This design comes from an exercise in tuning for small area on the open sky130 flow, not from production work.
Function was checked by simulation only, so behaviour that the tests miss may differ from the original.
Power is estimated from default activity; no workload was simulated.

`design/flow/flow/run.sh`:
```
#!/bin/bash
# The standard layout with three changes:
#  - synthesis maps logic with an area-oriented ABC script (flow/abc_area.script)
#    instead of the delay-oriented default, and leaves adders to ABC instead
#    of extracting half and full adder cells first; everything else in
#    synthesis, including the flattening and renaming of synth_recipe.tcl, is
#    unchanged;
#  - port buffers use the smallest buffer;
#  - clock tree synthesis builds larger sink clusters with no dummy loads.
set -euo pipefail
here=$(pwd)
abc_script="$here/flow/abc_area.script"
{
    cat <<EOT
# No adder cell extraction before ABC.
set ::env(ADDER_MAP_FILE) ""
# Use the area-oriented ABC script for every abc call.
proc abc {args} {
  set i [lsearch \$args -script]
  if {\$i >= 0} { lset args [expr {\$i + 1}] "$abc_script" }
  yosys abc {*}\$args
}
EOT
    cat synth_recipe.tcl
} > my_synth.tcl
sed "s#SYNTH_SCRIPT=[^ ]*synth_recipe.tcl#SYNTH_SCRIPT=$here/my_synth.tcl#" standard.sh > my_standard.sh
grep -q "SYNTH_SCRIPT=$here/my_synth.tcl" my_standard.sh
export BUFFER_PORTS_ARGS="-buffer_cell sky130_fd_sc_hd__buf_1"
export CTS_ARGS="-sink_clustering_enable -repair_clock_nets -dont_use_dummy_load -buf_list sky130_fd_sc_hd__clkbuf_4 -sink_clustering_size 9 -sink_clustering_max_diameter 40"
bash my_standard.sh > standard.log 2>&1
```
`design/flow/flow/abc_area.script`:
```
strash
&get -n
&st
&syn4
&dch -f
&nf -a -R 1000
&put
topo
```
`design/flow/standard.sh`:
```
#!/bin/bash
# synth_recipe.tcl (not shown) runs the flow's synth.tcl, then flattens the netlist and writes it again
# the make line also repeats each setting of config.mk as NAME=value (left out here)
make -C /OpenROAD-flow-scripts/flow DESIGN_CONFIG=/design/flow/config.mk WORK_HOME=/design/flow/orfs CLKGATE_MAP_FILE= SYNTH_SCRIPT=/design/flow/synth_recipe.tcl "${@:-finish}"
```
`design/flow/config.mk`:
```
export PLATFORM = sky130hd
export DESIGN_NAME = uart_regs
export DESIGN_NICKNAME = uart_regs
export VERILOG_FILES = /design/flow/design.v
export SDC_FILE = /design/flow/constraint.sdc
export NUM_CORES = 4
export LEC_CHECK = 0
export CAP_MARGIN = 20
export CORE_MARGIN = 2
export CORE_UTILIZATION = 72
export CTS_BUF_LIST = sky130_fd_sc_hd__clkbuf_4
export SLEW_MARGIN = 20
export SYNTH_HIERARCHICAL = 1
```
`design/flow/constraint.sdc`:
```
create_clock -name core_clock -period 10.0 [get_ports {clk}]
set_input_delay 2.0000 -clock core_clock [delete_from_list [all_inputs] [get_ports {clk}]]
set_output_delay 2.0000 -clock core_clock [all_outputs]
set_load 0.01 [all_outputs]
```
`design/flow/design.v`:
```
module rb_ao22 (
    input  wire a1,
    input  wire a2,
    input  wire b1,
    input  wire b2,
    output wire y
);
assign y = (a1 & a2) | (b1 & b2);
endmodule
module rb_aoi222 (
    input  wire a1,
    input  wire a2,
    input  wire b1,
    input  wire b2,
    input  wire c1,
    input  wire c2,
    output wire y
);
assign y = ~((a1 & a2) | (b1 & b2) | (c1 & c2));
endmodule
module uart_regs #(
    parameter W_REG = 32
)(
    input wire clk,
    input wire rst_n,
    input wire rx,
    output reg tx,
    input wire [9:0] div_int,
    input wire [3:0] div_frac,
    output wire [W_REG-1:0] Reg1,
    output wire [W_REG-1:0] Reg2,
    output wire [W_REG-1:0] Reg3,
    output wire [W_REG-1:0] Reg4,
    output wire [W_REG-1:0] Reg5,
    output wire [W_REG-1:0] Reg6,
    output wire [W_REG-1:0] Reg7,
    output wire [W_REG-1:0] Reg8
);
integer i;
genvar r, b;
reg [1:0] rst_sync;
always @(posedge clk or negedge rst_n)
    if (!rst_n)
        rst_sync <= 2'b00;
    else
        rst_sync <= {rst_sync[0], 1'b1};
wire rst_s = rst_sync[1];
reg [9:0] ctr_int;
reg [3:0] ctr_frac;
reg       frac_carry;
reg       extra;
reg       tick;
always @(posedge clk or negedge rst_s) begin
    if (!rst_s) begin
        tick <= 1'b0;
        ctr_int <= 10'd1;
        ctr_frac <= 4'd0;
        frac_carry <= 1'b0;
        extra <= 1'b0;
    end else if (ctr_int == 10'd1 && !extra) begin
        {frac_carry, ctr_frac} <= ctr_frac + div_frac;
        extra <= frac_carry;
        ctr_int <= div_int;
        tick <= 1'b1;
    end else begin
        tick <= 1'b0;
        if (ctr_int == 10'd1)
            extra <= 1'b0;
        else
            ctr_int <= ctr_int - 1'b1;
    end
end
reg [1:0] rx_sync;
always @(posedge clk)
    rx_sync <= {rx_sync[0], rx};
wire din = rx_sync[1];
localparam ST_IDLE = 4'd0;
localparam ST_START = 4'd1;
localparam ST_STOPBIT = 4'd9;
localparam ST_STOP = 4'd10;
localparam ST_P1 = 4'd11;
localparam ST_P3 = 4'd13;
localparam ST_P4 = 4'd14;
reg [1:0] over;
reg [3:0] state;
reg [31:0] sr;
reg        wmode;
reg [1:0]  cnt;
reg [2:0]  addr;
reg        rd_active;
wire post = (state == 4'd11) || (state == 4'd12) || (state == 4'd13);
wire idle = (state == ST_IDLE) || (state == ST_P4);
wire step = tick && (over == 2'd0);
wire rx_shift = step && !rd_active && (state >= 4'd2) && (state <= 4'd9);
wire tx_shift = step && rd_active && (state >= 4'd1) && (state <= 4'd8);
wire is_write_cmd = (sr[31:29] == 3'b101);
wire do_write = (state == ST_P3) && wmode && (cnt == 2'd3);
wire rd_load = (state == ST_P4) && !wmode && !is_write_cmd;
always @(posedge clk or negedge rst_s) begin
    if (!rst_s) begin
        over <= 2'd0;
        state <= ST_IDLE;
        wmode <= 1'b0;
        cnt <= 2'd0;
        rd_active <= 1'b0;
        tx <= 1'b1;
    end else begin
        if (tick)
            over <= over + 1'b1;
        if (post) begin
            state <= state + 1'b1;
        end else if (step) begin
            state <= state + 1'b1;
            if (!rd_active) begin
                if (idle) begin
                    if (din) begin
                        state <= ST_IDLE;
                        over <= 2'd0;
                    end else begin
                        state <= ST_START;
                    end
                end else if (state == ST_START) begin
                    over <= 2'd3;
                end else if (state == ST_STOP) begin
                    state <= din ? ST_P1 : ST_IDLE;
                    over <= 2'd0;
                end
            end else begin
                if (state == ST_IDLE) begin
                    tx <= 1'b0;
                end else if (state == ST_STOPBIT) begin
                    tx <= 1'b1;
                    cnt <= cnt + 1'b1;
                    if (cnt == 2'd3) begin
                        rd_active <= 1'b0;
                        state <= ST_IDLE;
                        over <= 2'd0;
                    end
                end else if (state == ST_STOP) begin
                    tx <= 1'b0;
                    state <= ST_START;
                end else begin
                    tx <= sr[0];
                end
            end
        end else if (state == ST_P4) begin
            state <= ST_IDLE;
        end
        if (state == ST_P4) begin
            if (wmode) begin
                cnt <= cnt + 1'b1;
                if (cnt == 2'd3)
                    wmode <= 1'b0;
            end else begin
                if (is_write_cmd)
                    wmode <= 1'b1;
                else
                    rd_active <= 1'b1;
            end
        end
    end
end
reg  [W_REG-1:0] mem [0:7];
wire [W_REG-1:0] mem_d [0:7];
wire [7:0] we;
wire [7:0] we_n;
wire [7:0] asel;
generate
for (r = 0; r < 8; r = r + 1) begin : g_reg
    assign we[r] = do_write && (addr == r);
    assign we_n[r] = !we[r];
    assign asel[r] = rd_load && (sr[26:24] == r);
    for (b = 0; b < W_REG; b = b + 1) begin : g_bit
        rb_ao22 u_upd (
            .a1(we[r]), .a2(sr[b]),
            .b1(we_n[r]), .b2(mem[r][b]),
            .y(mem_d[r][b])
        );
    end
end
endgenerate
always @(posedge clk or negedge rst_s) begin
    if (!rst_s) begin
        for (i = 0; i < 8; i = i + 1)
            mem[i] <= 32'h12345678;
    end else begin
        for (i = 0; i < 8; i = i + 1)
            mem[i] <= mem_d[i];
    end
end
always @(posedge clk)
    if (state == ST_P4 && !wmode)
        addr <= sr[26:24];
wire sr_shift = rx_shift || tx_shift;
wire sr_hold = !(sr_shift || rd_load);
wire [31:0] sr_d;
wire [31:0] sr_n0, sr_n1, sr_n2;
wire [32:0] sr_in = {din, sr};
generate
for (b = 0; b < 32; b = b + 1) begin : g_sr
    rb_aoi222 u_n0 (
        .a1(asel[0]), .a2(mem[0][b]),
        .b1(asel[1]), .b2(mem[1][b]),
        .c1(asel[2]), .c2(mem[2][b]),
        .y(sr_n0[b])
    );
    rb_aoi222 u_n1 (
        .a1(asel[3]), .a2(mem[3][b]),
        .b1(asel[4]), .b2(mem[4][b]),
        .c1(asel[5]), .c2(mem[5][b]),
        .y(sr_n1[b])
    );
    rb_aoi222 u_n2 (
        .a1(asel[6]), .a2(mem[6][b]),
        .b1(asel[7]), .b2(mem[7][b]),
        .c1(sr_shift), .c2(sr_in[b+1]),
        .y(sr_n2[b])
    );
    assign sr_d[b] = !(sr_n0[b] && sr_n1[b] && sr_n2[b] && !(sr_hold && sr[b]));
end
endgenerate
always @(posedge clk)
    sr <= sr_d;
assign Reg1 = mem[0];
assign Reg2 = mem[1];
assign Reg3 = mem[2];
assign Reg4 = mem[3];
assign Reg5 = mem[4];
assign Reg6 = mem[5];
assign Reg7 = mem[6];
assign Reg8 = mem[7];
endmodule
```
==> results_dict.tcl, run 1 <==
set metrics [dict create \
    status "timing/DRC/antenna clean" \
    worstSetupEndpointType "register" \
    syn_area_um2 12600 \
    cts-hold-fix-buffers 0 \
    yosysWarnings 9 \
    synth_edf_count 3 \
    clkPwrFrac_pct 30.5 \
    path_cells "nand2_1 > nor2_1 > nand2_1 > nor2_1 > and2_0 > nand2b_1 > nor3_2 > buf_4 > a222oi_1 > nand4_1" \
    drc 0 \
    ctsLongestPathBuffers 3 \
    cts_root_buffer "clkbuf_4" \
    vias_per_cell 7.83 \
    final_max_slew_viol_count 0 \
    gp_congestion 0.925 \
    final_nets 1274 \
    die-area_um2 18500 \
    slew_headroom_pct 14.2 \
    layout_common_cells "buf_1, a22o_1, dfrtp_1, dfstp_2, a222oi_1" \
    syn-instance-count 927 \
    setup_ws_ps 6190 \
    core-area_um2 17200 \
    start_kind "register" \
    yosys.area.top_type "dfrtp_1" \
    skew_ps 89.1 \
    clk_latency_ps 670 \
    cp.required_ps 10590 \
    wl_um 42500 \
    synth.net_count 944 \
    finalSetupTns_ps 0 \
    gr-total-overflow 0 \
    cp.arrival_ps 4400 \
    ios 274 \
    first_pass_iters 6 \
    cp_max_fo 23 \
    place_ws_ps 6280 \
    timing.fmax_ghz 0.263 \
    hold_viol_final 0 \
    antenna_found_initial 1 \
    htreeDepth 2 \
    clk_pin_slew_ps 90 \
    grt.total_usage_pct 45.5 \
    slowest_stage "nor3_2" \
    power_density_nw_per_um2 139 \
    peakVddDrop_v 0.000134 \
    timing.hold.ws_ps 329 \
    p_switching_mw 0.458 \
    post_cts_resized 0 \
    ys_types 37 \
    pwr-share-seq_pct 67.2 \
    post_cts.repair.setup_buffers 0 \
    ys_async_sr_fraction_pct 88.5 \
    ant_nets 0 \
    max_slew.worst_pin.slew_ps 1280 \
    start_util_pct 73.1 \
    crit_family "simple AND/OR/NAND/NOR gates" \
    hold_class "reg -> reg" \
    grt_pass1_wl_um 63500 \
    pwr-share-comb_pct 2.3 \
    die_h_um 136 \
    netlist.area_leader.share_pct 35.9 \
    row_count 48 \
    setup_viol 0 \
    drtIter0Drc 2161 \
    ys_top_cells_by_area "dfrtp_1, dfstp_2, a22o_1" \
    grt_max_degree 166 \
    syn2layout_area_growth_pct 14.6 \
    swShare_pct 23.0 \
    wl_per_cell_um 28.7 \
    crit_type "reg -> reg" \
    cts_tree "yes" \
    period_needed_ps 3810 \
    cts_buffers 43 \
    syn_avg_cell_area_um2 13.5 \
    rsz0062_at_grt "no" \
    power.internal_mw 1.54 \
    ys_seq_elements 323 \
    synthFlopType "dfrtp_1" \
    drive_gt1_share_pct 14.5 \
    cp_num_buf_inv 1 \
    final.period_utilization_pct 38.1 \
    leakagePower_nw 5.90 \
    die_x_um 136 \
    num_vias 11589 \
    seq_area_frac_synth_pct 64.2 \
    clkSinkCount 323 \
    io_buffers 273 \
    mostFrequentLayoutCell "buf_1" \
    grt_pass1_vias 11118 \
    hpwlAfterDp_um 25100 \
    max_cap_viol_count 0 \
    cpPeakStageDelay_ps 820 \
]
==> state kept, by name, indices dropped and copies added (netlist names), 2 cells and up <==
| register | cells |
|---|---|
| rx_sync | 2 |
| state | 4 |
| rst_sync | 2 |
| sr | 32 |
| ctr_frac | 4 |
| cnt | 2 |
| addr | 3 |
| mem | 256 |
| over | 2 |
| ctr_int | 10 |
==> cell type report <==
| class | count | area, um2 |
|---|---|---|
| flip-flops and latches | 323 | 8060 |
| multi-input cells | 593 | 4550 |
| fillers | 1010 | 2790 |
| repair buffers | 285 | 1130 |
| clock buffers | 43 | 323 |
| well taps | 225 | 282 |
| inverters | 11 | 42.5 |
| diodes | 1 | 2.50 |
==> cells in the mapped netlist (6+ instances only) <==
master / number
nand2b_1: 7
xor2_1: 6
a222oi_1: 96
a21oi_1: 15
nor2_1: 34
nand4_1: 34
o21ai_0: 10
nand2_1: 70
dfstp_2: 106
clkinv_1: 11
nor3_1: 8
a22o_1: 256
nand3_1: 8
dfxtp_1: 34
dfrtp_1: 180
==> Yosys stat by module, one instance, submodules excluded <==
module	cells	copies in the design	flops+latches	cell area, um2
rb_ao22	1	256	0	8.76
uart_regs	575	1	323	9350
rb_aoi222	1	96	0	10.0
==> path summary, 6_finish.rpt <==
kind,start,endpoint,slack [ps],cells past startpoint
min in group asynchronous,rst_sync[1],mem[5][11],380,0
min reg2reg,rx_sync[0],rx_sync[1],330,0
max in group asynchronous,rst_sync[1],state[1],7430,2
max,state[3],sr[7],6190,10
max reg2reg,state[3],sr[7],6190,10
min,rx_sync[0],rx_sync[1],330,0
==> power by group through the flow <==
| stage | clock, mW | combinational [mW] | sequential [mW] |
|---|---|---|---|
| CTS | 0.605 | 0.0462 | 1.34 |
| global route | 0.656 | 0.0521 | 1.34 |
| floorplan | 0 | 0.0207 | 1.37 |
| detailed placement | 0 | 0.0463 | 1.36 |
| global placement | 0 | 0.0441 | 1.36 |
| finish | 0.609 | 0.0455 | 1.34 |
==> logic make-up after synthesis <==
group | after synthesis | synth area share, %
other | 1 | 0.0299
flip-flops | 323 | 64.2
AND/OR/NAND/NOR | 183 | 6.91
XOR/XNOR | 11 | 0.767
AO/OA/AOI/OAI | 398 | 27.8
buffers and inverters | 11 | 0.329
==> through the flow <==
stage	util, %	std cells	power [mW]	cell area (um2)
2_1_floorplan	-	927	1.39	12600
3_3_place_gp	81.9	1437	1.41	14100
3_5_place_dp	81.9	1437	1.41	14100
4_1_cts	83.8	1480	1.99	14400
5_1_grt	83.8	1481	2.05	14400
6_report	83.8	1481	1.99	14400
==> routing by layer <==
metal / wire, um / GRT usage (%) / share of wire [%] / vias to the layer above
met1: 14800 / 62.5 / 35 / 5612
met4: 2370 / 24.9 / 5.6 / 0
met3: 6830 / 15.0 / 16 / 226
met5: 0 / 0 / 0 / -
li1: - / - / - / 4563
met2: 18500 / 64.7 / 44 / 1188
==> run 2: changes to the inputs <==
--- a/design/flow/design.v
+++ b/design/flow/design.v
@@ -51,6 +51,5 @@
 reg       extra;
-reg       tick;
+wire      tick = (ctr_int == 10'd1) && !extra;
 always @(posedge clk or negedge rst_s) begin
     if (!rst_s) begin
-        tick <= 1'b0;
         ctr_int <= 10'd1;
@@ -59,3 +58,3 @@
         extra <= 1'b0;
-    end else if (ctr_int == 10'd1 && !extra) begin
+    end else if (tick) begin
         {frac_carry, ctr_frac} <= ctr_frac + div_frac;
@@ -63,5 +62,3 @@
         ctr_int <= div_int;
-        tick <= 1'b1;
     end else begin
-        tick <= 1'b0;
         if (ctr_int == 10'd1)
@@ -72,6 +69,6 @@
 end
-reg [1:0] rx_sync;
+reg rx_sync;
 always @(posedge clk)
-    rx_sync <= {rx_sync[0], rx};
-wire din = rx_sync[1];
+    rx_sync <= rx;
+wire din = rx_sync;
 localparam ST_IDLE = 4'd0;
@@ -81,3 +78,2 @@
 localparam ST_P1 = 4'd11;
-localparam ST_P3 = 4'd13;
 localparam ST_P4 = 4'd14;
@@ -93,6 +89,6 @@
 wire step = tick && (over == 2'd0);
-wire rx_shift = step && !rd_active && (state >= 4'd2) && (state <= 4'd9);
-wire tx_shift = step && rd_active && (state >= 4'd1) && (state <= 4'd8);
+wire data_bit = (state >= 4'd2) && (state <= 4'd9);
+wire sr_shift = step && data_bit;
 wire is_write_cmd = (sr[31:29] == 3'b101);
-wire do_write = (state == ST_P3) && wmode && (cnt == 2'd3);
+wire do_write = (state == ST_P4) && wmode && (cnt == 2'd3);
 wire rd_load = (state == ST_P4) && !wmode && !is_write_cmd;
@@ -107,2 +103,3 @@
     end else begin
+        tx <= !rd_active || ((state != ST_START) && (!data_bit || sr[0]));
         if (tick)
@@ -128,6 +125,3 @@
             end else begin
-                if (state == ST_IDLE) begin
-                    tx <= 1'b0;
-                end else if (state == ST_STOPBIT) begin
-                    tx <= 1'b1;
+                if (state == ST_STOPBIT) begin
                     cnt <= cnt + 1'b1;
@@ -139,6 +133,3 @@
                 end else if (state == ST_STOP) begin
-                    tx <= 1'b0;
                     state <= ST_START;
-                end else begin
-                    tx <= sr[0];
                 end
@@ -193,3 +184,2 @@
         addr <= sr[26:24];
-wire sr_shift = rx_shift || tx_shift;
 wire sr_hold = !(sr_shift || rd_load);
==> run 2 against run 1 <==
  * Maximum frequency decreased by 3.7%
  * Largest power group unchanged
  * Largest cell class unchanged
  * Sequential cell count decreased by 2
  * Critical endpoint is now sr[14]
  * Combinational power decreased by 2%
  * First-iteration DRC count down 2.6%
==> results_dict.tcl, run 2 <==
set metrics [dict create \
    largest_reg_flops 256 \
    status "timing/DRC/antenna clean" \
    ys_seq_elements 321 \
    ys_async_sr_fraction_pct 88.8 \
    cts_buffers 42 \
    clk_latency_ps 680 \
    clkPwrFrac_pct 30.4 \
    multiInputGateArea_um2 4510 \
    regArea_um2 8020 \
    cpPeakStageDelay_ps 940 \
    grt_max_degree 206 \
    peakVddDrop_v 0.000134 \
    cp.required_ps 10490 \
    pwr-share-comb_pct 2.2 \
    skew_ps 69.2 \
    final_max_slew_viol_count 0 \
    yosysWarnings 9 \
    htreeDepth 2 \
    num_vias 11544 \
    netlist.area_leader.share_pct 35.9 \
    finalSetupTns_ps 0 \
    cts_tree "yes" \
    gr-total-overflow 0 \
    swShare_pct 23.2 \
    cp.arrival_ps 4450 \
    max_slew.worst_pin.slew_ps 1230 \
    timing.fmax_ghz 0.253 \
    wl_um 42800 \
    place_area_um2 14000 \
    grt.total_usage_pct 45.7 \
    path_cells "nor4_1 > nand4_1 > or2_0 > or3_1 > nor2_4 > nor2_4 > nand2_1 > nand4_1" \
    die_x_um 136 \
    crit_path_start "ctr_int[7]" \
    period_needed_ps 3950 \
    pwr-share-seq_pct 67.4 \
    die-area_um2 18400 \
    final_area_um2 14300 \
    placed_cells 1424 \
    top_register "mem" \
    rsz0062_at_grt "no" \
    syn_avg_cell_area_um2 13.6 \
    cts_root_buffer "clkbuf_4" \
    setup_ws_ps 6050 \
    timing.rr.start "ctr_int[7]" \
    n_fill_cell 976 \
    seq_area_frac_synth_pct 64.3 \
    hpwlAfterDp_um 24500 \
    post_cts.repair.setup_buffers 0 \
    place_ws_ps 6190 \
    slew_headroom_pct 18.0 \
    power_density_nw_per_um2 138 \
    drtIter0Drc 2104 \
    largestRegisters "mem x256, sr x32, ctr_int x10" \
    drc 0 \
    gp_congestion 0.867 \
    synthFlopType "dfrtp_1" \
    worstSetupEndpointType "register" \
    yosys.area.top_type "dfrtp_1" \
    first_pass_iters 9 \
    row_count 48 \
    post_cts_resized 0 \
    core-area_um2 17100 \
    hold_class "reg -> reg" \
    vias_per_cell 7.86 \
    wl_per_cell_um 29.2 \
    cp_max_fo 33 \
    grt_pass1_vias 11143 \
    synth_edf_count 3 \
    p_switching_mw 0.460 \
    io_buffers 273 \
    clkSinkCount 321 \
    clk_pin_slew_ps 100 \
    ys_top_cells_by_area "dfrtp_1, dfstp_2, a22o_1" \
    mostFrequentLayoutCell "buf_1" \
    grt_pass1_wl_um 63800 \
    power.internal_mw 1.52 \
    crit_type "reg -> reg" \
    die_h_um 136 \
    cts-hold-fix-buffers 0 \
    hold_viol_final 0 \
    setup_viol 0 \
    start_util_pct 72.9 \
    ys_types 36 \
    final_nets 1262 \
    synth.net_count 934 \
    slowest_stage "nor2_4" \
    fin_cells 1469 \
    ant_nets 0 \
    leakagePower_nw 6.01 \
    worstHoldStart "rst_sync[0]" \
    ios 274 \
    syn_area_um2 12500 \
    ctsLongestPathBuffers 3 \
    timing.hold.ws_ps 366 \
    start_kind "register" \
    synth.most_common_cell "a22o_1" \
    synth_common_cells "a22o_1, dfrtp_1, dfstp_2, a222oi_1, nand2_1" \
    drive_gt1_share_pct 14.6 \
    antenna_found_initial 1 \
    layout_common_cells "buf_1, a22o_1, dfrtp_1, dfstp_2, a222oi_1" \
    max_cap_viol_count 0 \
    syn-instance-count 917 \
    syn2layout_area_growth_pct 14.8 \
    final.period_utilization_pct 39.5 \
]
-- run 2: cell types whose count changed in the layout (fill, tap and decap cells not counted), sizes merged, moves of 3 or more --
cell	previous run	this run
a21oi	15	19
and3	1	4
clkinv	10	7
nand2	70	66
nor2	34	26
nor3	8	14
o21ai	10	14
o22ai	5	2
-- run 2: path summary, 6_finish.rpt --
check                               to  depth (start not counted)  slack, ps
max reg2reg                     sr[14]                          8       6050
min                        rst_sync[1]                          0        370
max in group asynchronous   ctr_int[8]                          2       7900
max                             sr[14]                          8       6050
min in group asynchronous   mem[0][16]                          0        480
min reg2reg                rst_sync[1]                          0        370
-- run 2: critical path: cells and delay by family (launching register included) --
family	cells	cell delay, ps
DFF	1	420
and+or+nand+nor	8	3350
-- run 2: through the flow --
stage,total power [mW],util (%)
finish,1.98,83.7
global placement,1.40,81.5
global route,2.05,83.7
floorplan,1.38,-
detailed placement,1.40,81.5
CTS,1.97,83.4
-- run 2: power groups by stage --
| stage | Sequential [mW] | Clock, mW | Combinational (mW) |
|---|---|---|---|
| floorplan | 1.36 | 0 | 0.0195 |
| global placement | 1.36 | 0 | 0.0406 |
| detailed placement | 1.36 | 0 | 0.0437 |
| CTS | 1.34 | 0.596 | 0.0438 |
| global route | 1.34 | 0.657 | 0.0507 |
| finish | 1.34 | 0.603 | 0.0444 |
-- run 2: final cells by class --
type	count	area share (%)
flip-flops and latches	321	56.0
multi-input cells	587	31.5
well taps	225	1.97
repair buffers	284	8.05
inverters	9	0.245
clock buffers	42	2.20
diodes	1	0.0175
-- run 2: cell families after synthesis --
kind of cell,synth area share [%]
other,0.0301
flip-flops,64.3
AO/OA/AOI/OAI,28.0
XOR/XNOR,0.632
buffers and inverters,0.271
adder cells (fa/ha/maj),0.0803
AND/OR/NAND/NOR,6.76
-- run 2: modules after synthesis (local to each module, per instance) --
module	cells inside	cell area [um2]	times used	flops+latches
rb_aoi222	1	10.0	96	0
rb_ao22	1	8.76	256	0
uart_regs	565	9270	1	321
-- run 2: routing by layer --
layer	share of wire (%)	vias up	global-route usage (%)	wire (um)
met1	34	5555	62.6	14600
met3	15	255	13.9	6620
met5	0	-	0	0
met2	45	1200	66.3	19200
met4	5.7	0	24.7	2430
li1	-	4534	-	-
==> run 3: changes to the inputs <==
--- a/design/flow/config.mk
+++ b/design/flow/config.mk
@@ -9,3 +9,3 @@
 export CORE_MARGIN = 2
-export CORE_UTILIZATION = 72
+export CORE_UTILIZATION = 66
 export CTS_BUF_LIST = sky130_fd_sc_hd__clkbuf_4
==> run 3 against run 2 <==
  * First-iteration DRC count is 12% lower
  * Critical path depth is 1 higher
  * Clock power is 1% higher
  * Combinational power is 4% lower
  * Sequential power hardly changed
  * Global-route usage is 4.7 points lower
==> results_dict.tcl, run 3 <==
set metrics [dict create \
    seq_area_frac_synth_pct 64.3 \
    final_area_um2 14300 \
    place_ws_ps 6290 \
    post_cts_resized 0 \
    skew_ps 102 \
    setup_ws_ps 6020 \
    grt_pass1_vias 10864 \
    core-area_um2 18600 \
    clk_latency_ps 690 \
    start_kind "register" \
    setup_viol 0 \
    ios 274 \
    synth_common_cells "a22o_1, dfrtp_1, dfstp_2, a222oi_1, nand2_1" \
    layout_common_cells "buf_1, a22o_1, dfrtp_1, dfstp_2, a222oi_1" \
    cts_root_buffer "clkbuf_4" \
    start_util_pct 66.9 \
    synthFlopType "dfrtp_1" \
    clk_pin_slew_ps 90 \
    worstSetupEndpointType "register" \
    max_cap_viol_count 0 \
    die_h_um 141 \
    ys_async_sr_fraction_pct 88.8 \
    synth_edf_count 3 \
    finalSetupTns_ps 0 \
    syn_avg_cell_area_um2 13.6 \
    yosysWarnings 9 \
    max_slew.worst_pin.slew_ps 1140 \
    cp.required_ps 10540 \
    final_util_pct 76.9 \
    drtIter0Drc 1845 \
    wl_um 41500 \
    antenna_found_initial 0 \
    ant_nets 0 \
    cts-hold-fix-buffers 0 \
    grt_max_degree 83 \
    wl_per_cell_um 28.0 \
    gr-total-overflow 0 \
    final_nets 1269 \
    ys_types 36 \
    grt.total_usage_pct 41.0 \
    cts_buffers 44 \
    first_pass_iters 7 \
    grt_pass1_wl_um 62800 \
    mostFrequentLayoutCell "buf_1" \
    row_count 50 \
    drive_gt1_share_pct 14.8 \
    drc 0 \
    hpwlAfterDp_um 24300 \
    power_density_nw_per_um2 139 \
    die_x_um 141 \
    num_vias 11011 \
    htreeDepth 2 \
    cp.arrival_ps 4520 \
    synth.most_common_cell "a22o_1" \
    vias_per_cell 7.42 \
    slew_headroom_pct 23.5 \
    die-area_um2 20000 \
    rsz0062_at_grt "no" \
    cp_max_fo 33 \
    timing.hold.ws_ps 364 \
    largest_reg_flops 256 \
    hold_viol_final 0 \
    peakVddDrop_v 0.0000996 \
    antenna_cells 0 \
    gp_congestion 0.874 \
    syn2layout_area_growth_pct 15.0 \
    ys_seq_elements 321 \
    post_cts.repair.setup_buffers 0 \
    ys_top_cells_by_area "dfrtp_1, dfstp_2, a22o_1" \
    status "timing/DRC/antenna clean" \
    yosys.area.top_type "dfrtp_1" \
    final_max_slew_viol_count 0 \
    netlist.area_leader.share_pct 35.9 \
    synth.net_count 934 \
    largestRegisters "mem x256, sr x32, ctr_int x10" \
    period_needed_ps 3980 \
    ctsLongestPathBuffers 3 \
    io_buffers 273 \
    syn-instance-count 917 \
    place_area_um2 14000 \
    cts_tree "yes" \
    top_register "mem" \
    hold_class "reg -> reg" \
    crit_type "reg -> reg" \
    syn_area_um2 12500 \
    clkSinkCount 321 \
    timing.fmax_ghz 0.251 \
    final.period_utilization_pct 39.8 \
    leakagePower_nw 6.04 \
]
==> run 3: critical path, stage by stage, from the launching register on <==
cell and delay [ps]:
dfrtp_1 580, nand2_1 250, nor2_1 200, nand2_1 110, nor2_1 170, and2_0 280
nand3_2 840, clkinv_1 740, buf_4 440, a22o_1 210
==> run 3: power breakdown <==
group	switching [mW]	total (mW)	internal (mW)	leakage, nW
Clock	0.408	0.610	0.202	0.202
Sequential	0.0195	1.33	1.31	3.85
Combinational	0.0289	0.0426	0.0136	1.98
==> run 3: cell families (layout without fill, tap and decap cells) <==
group	count (synthesis)	after routing	synth area share (%)
buffers and inverters	9	342	0.271
flip-flops	321	321	64.3
other	1	1	0.0301
AND/OR/NAND/NOR	175	175	6.76
adder cells (fa/ha/maj)	1	1	0.0803
AO/OA/AOI/OAI	401	401	28.0
XOR/XNOR	9	9	0.632
==> run 3: worst paths after layout <==
path | from | to | slack [ps] | cells after the start
min reg2reg | rst_sync[0] | rst_sync[1] | 360 | 0
max reg2reg | state[2] | mem[7][24] | 6020 | 9
min | rst_sync[0] | rst_sync[1] | 360 | 0
max in group asynchronous | rst_sync[1] | mem[3][7] | 8000 | 1
min in group asynchronous | rst_sync[1] | mem[0][15] | 430 | 0
max | state[2] | mem[7][24] | 6020 | 9
==> run 3: layer usage <==
| metal | routed length [um] | part of all wire, % | global-route usage, % |
|---|---|---|---|
| met4 | 1890 | 4.6 | 20.4 |
| met5 | 0 | 0 | 0 |
| met3 | 5580 | 13 | 12.0 |
| met1 | 15200 | 37 | 55.3 |
| met2 | 18900 | 45 | 61.5 |
==> run 3: cell type report <==
type	instances	area [um2]
sequential	321	8020
multi-input combinational	587	4520
fill	1278	4300
timing repair buffer	289	1140
clock buffer	44	330
tap	234	293
inverter	9	33.8
==> run 3: Yosys stat by module, one instance, submodules excluded <==
module	cells inside	cell area, um2	copies in the design	flip-flops and latches
uart_regs	565	9270	1	321
rb_aoi222	1	10.0	96	0
rb_ao22	1	8.76	256	0
==> run 3: metrics by stage <==
stage | total power, mW | cells
after CTS | 1.99 | 1484
after global routing | 2.06 | 1484
after floorplan | 1.38 | 917
final | 1.99 | 1484
after detailed placement | 1.40 | 1440
after global placement | 1.40 | 1440
==> run 4: changes to the inputs <==
--- a/design/flow/flow/run.sh
+++ b/design/flow/flow/run.sh
@@ -28,3 +28,3 @@
 export BUFFER_PORTS_ARGS="-buffer_cell sky130_fd_sc_hd__buf_1"
-export CTS_ARGS="-sink_clustering_enable -repair_clock_nets -dont_use_dummy_load -buf_list sky130_fd_sc_hd__clkbuf_4 -sink_clustering_size 9 -sink_clustering_max_diameter 40"
+export CTS_ARGS="-sink_clustering_enable -repair_clock_nets -dont_use_dummy_load -buf_list sky130_fd_sc_hd__clkbuf_4 -sink_clustering_size 10 -sink_clustering_max_diameter 40"
 bash my_standard.sh > standard.log 2>&1
--- a/design/flow/config.mk
+++ b/design/flow/config.mk
@@ -7,3 +7,3 @@
 export LEC_CHECK = 0
-export CAP_MARGIN = 20
+export CAP_MARGIN = 12
 export CORE_MARGIN = 2
@@ -11,3 +11,3 @@
 export CTS_BUF_LIST = sky130_fd_sc_hd__clkbuf_4
-export SLEW_MARGIN = 20
+export SLEW_MARGIN = 12
 export SYNTH_HIERARCHICAL = 1
==> run 4 against run 3 <==
  * Largest power group unchanged
  * Global-route usage down 0.21 points
  * Register-to-register slack better by 130 ps
  * Critical path type unchanged
  * Still clean on timing, DRC and antenna
  * Maximum frequency up 3.5%
  * Non-clock buffer count up 1
==> results_dict.tcl, run 4 <==
set metrics [dict create \
    skew_ps 89.6 \
    row_count 50 \
    gr-total-overflow 0 \
    status "timing/DRC/antenna clean" \
    leakagePower_nw 6.01 \
    io_buffers 273 \
    layout_common_cells "buf_1, a22o_1, dfrtp_1, dfstp_2, a222oi_1" \
    ys_top_cells_by_area "dfrtp_1, dfstp_2, a22o_1" \
    slew_headroom_pct 19.4 \
    final.period_utilization_pct 38.5 \
    place_ws_ps 6340 \
    crit_type "reg -> reg" \
    clkPwrFrac_pct 30.0 \
    wl_um 41100 \
    max_slew.worst_pin.slew_ps 1210 \
    core-area_um2 18600 \
    seq_area_frac_synth_pct 64.3 \
    cts_root_buffer "clkbuf_4" \
    post_cts_resized 0 \
    mostFrequentLayoutCell "buf_1" \
    synthFlopType "dfrtp_1" \
    grt_pass1_vias 10732 \
    ys_seq_elements 321 \
    yosys.area.top_type "dfrtp_1" \
    ff2ff_setup_slack_ps 6150 \
    ios 274 \
    die_h_um 141 \
    slowest_stage "nand3_2" \
    synth.net_count 934 \
    final_nets 1267 \
    swShare_pct 22.8 \
    setup_ws_ps 6150 \
    pwr-share-seq_pct 67.8 \
    cts_buffers 41 \
    largest_reg_flops 256 \
    final_max_slew_viol_count 0 \
    hpwlAfterDp_um 24300 \
    first_pass_iters 8 \
    largestRegisters "mem x256, sr x32, ctr_int x10" \
    syn-instance-count 917 \
    timing.rr.start "state[2]" \
    crit_path_start "state[2]" \
    regArea_um2 8020 \
    vias_per_cell 7.45 \
    setup_viol 0 \
    ys_async_sr_fraction_pct 88.8 \
    gp_congestion 0.874 \
    path_cells "nand2_1 > nor2_1 > nand2_1 > nor2_1 > and2_0 > nand3_2 > clkinv_1 > buf_4 > a22o_1" \
    top_register "mem" \
    n_fill_cell 1276 \
    grt_max_degree 83 \
    clk_pin_slew_ps 90 \
    hold_viol_final 0 \
    start_util_pct 66.9 \
    num_vias 11043 \
    synth.most_common_cell "a22o_1" \
    rsz0062_at_grt "no" \
    syn2layout_area_growth_pct 14.9 \
    start_kind "register" \
    multiInputGateArea_um2 4510 \
    post_cts.repair.setup_buffers 0 \
    worstSetupEndpointType "register" \
    ctsLongestPathBuffers 3 \
    synth_common_cells "a22o_1, dfrtp_1, dfstp_2, a222oi_1, nand2_1" \
    max_cap_viol_count 0 \
    htreeDepth 2 \
    clk_latency_ps 670 \
    clkSinkCount 321 \
    placed_cells 1441 \
    cp.arrival_ps 4370 \
    syn_area_um2 12500 \
    cpPeakStageDelay_ps 830 \
    drtIter0Drc 1818 \
    p_switching_mw 0.449 \
    cp_num_buf_inv 2 \
    period_needed_ps 3850 \
    grt_pass1_wl_um 62300 \
    timing.fmax_ghz 0.260 \
    cp_max_fo 33 \
    finalSetupTns_ps 0 \
    ys_types 36 \
    power_density_nw_per_um2 137 \
    drive_gt1_share_pct 14.7 \
    wl_per_cell_um 27.7 \
    syn_avg_cell_area_um2 13.6 \
    peakVddDrop_v 0.0000996 \
    cp.required_ps 10520 \
    crit_family "simple AND/OR/NAND/NOR gates" \
    drc 0 \
    synth_edf_count 3 \
    die-area_um2 20000 \
    power.internal_mw 1.52 \
    netlist.area_leader.share_pct 35.9 \
    ant_nets 0 \
    die_x_um 141 \
    worstHoldStart "rst_sync[0]" \
    antenna_found_initial 1 \
    cts_tree "yes" \
    fin_cells 1483 \
    pwr-share-comb_pct 2.1 \
    yosysWarnings 9 \
    hold_class "reg -> reg" \
    grt.total_usage_pct 40.8 \
    cts-hold-fix-buffers 0 \
]
## run 4: cell count changes in the layout (fill, tap and decap cells not counted), sizes merged
| cell | previous run | this run |
|---|---|---|
| diode | 0 | 1 |
| buf | 289 | 290 |
| clkbuf | 44 | 41 |
## run 4: final cells by class
class,count,area share [%]
flip-flops and latches,321,56.0
multi-input cells,587,31.5
repair buffers,290,8.07
clock buffers,41,2.15
well taps,234,2.04
inverters,9,0.236
diodes,1,0.0175
## run 4: path summary, 6_finish.rpt
| path | endpoint | depth (start not counted) |
|---|---|---|
| max in group asynchronous | mem[3][19] | 1 |
| min in group asynchronous | mem[0][15] | 0 |
| setup reg to reg | mem[7][24] | 9 |
| hold reg to reg | rst_sync[1] | 0 |
| hold / removal | rst_sync[1] | 0 |
| setup / recovery | mem[7][24] | 9 |
## run 4: Yosys stat by module (local to each module, per instance)
module     times used  area, um2  flops+latches
rb_aoi222          96       10.0              0
uart_regs           1       9270            321
rb_ao22           256       8.76              0
## run 4: per-stage QoR
step,util [%],area [um2],hold slack (ps),power (mW)
6_report,76.8,14300,366,1.97
2_1_floorplan,-,12500,331,1.38
4_1_cts,76.8,14300,367,1.97
5_1_grt,76.8,14300,376,2.03
3_5_place_dp,75.2,14000,346,1.40
3_3_place_gp,75.1,14000,341,1.40
## run 4: per-layer routing
layer | up-vias | global-route usage, % | part of all wire (%)
met1 | 5427 | 56.6 | 37
met2 | 899 | 61.3 | 45
met5 | - | 0 | 0
met3 | 173 | 9.85 | 13
met4 | 0 | 19.9 | 5.0
li1 | 4544 | - | -
## run 4: cells by family (layout without fill, tap and decap cells)
kind of cell,Yosys count,after routing,synth area share [%]
xor+xnor,9,9,0.632
compound gates,401,401,28.0
other cells,1,2,0.0301
fa+ha+maj,1,1,0.0803
buf+inv,9,340,0.271
simple gates,175,175,6.76
flops,321,321,64.3
## run 4: power by group through the flow
| stage | clock [mW] | combinational [mW] | sequential, mW |
|---|---|---|---|
| after global placement | 0 | 0.0424 | 1.36 |
| final | 0.590 | 0.0422 | 1.33 |
| after detailed placement | 0 | 0.0434 | 1.36 |
| after floorplan | 0 | 0.0195 | 1.36 |
| after CTS | 0.592 | 0.0434 | 1.33 |
| after global routing | 0.646 | 0.0499 | 1.34 |

[afterwards: timing with drivers on the ports]
The results above use ideal ports. As a check the final layouts listed here were re-extracted and re-timed, cells and wires unchanged. Step 1 sets driving cells, clkbuf_16 on the clock port and buf_2 on the other inputs (assumed; they add their load-dependent delay and slew). Step 2 moves the port delays by t, midway between the first and last clock arrival at a register: inputs arrive t later, outputs are due t later. That takes back most of the time a late clock gives input paths. a / b / c = ideal / step 1 / step 2; a / b = the first two.
run	t, ns	setup slack, ns	hold WS [ns]
run 1	0.671	6.193 / 6.193 / 6.193	0.329 / 0.329 / 0.329
run 2	0.694	6.046 / 6.046 / 6.046	0.366 / 0.366 / 0.366
run 3	0.677	6.018 / 6.018 / 6.018	0.364 / 0.364 / 0.364
run 4	0.671	6.151 / 6.151 / 6.151	0.366 / 0.366 / 0.366
After both steps setup and hold are still met in every run listed.
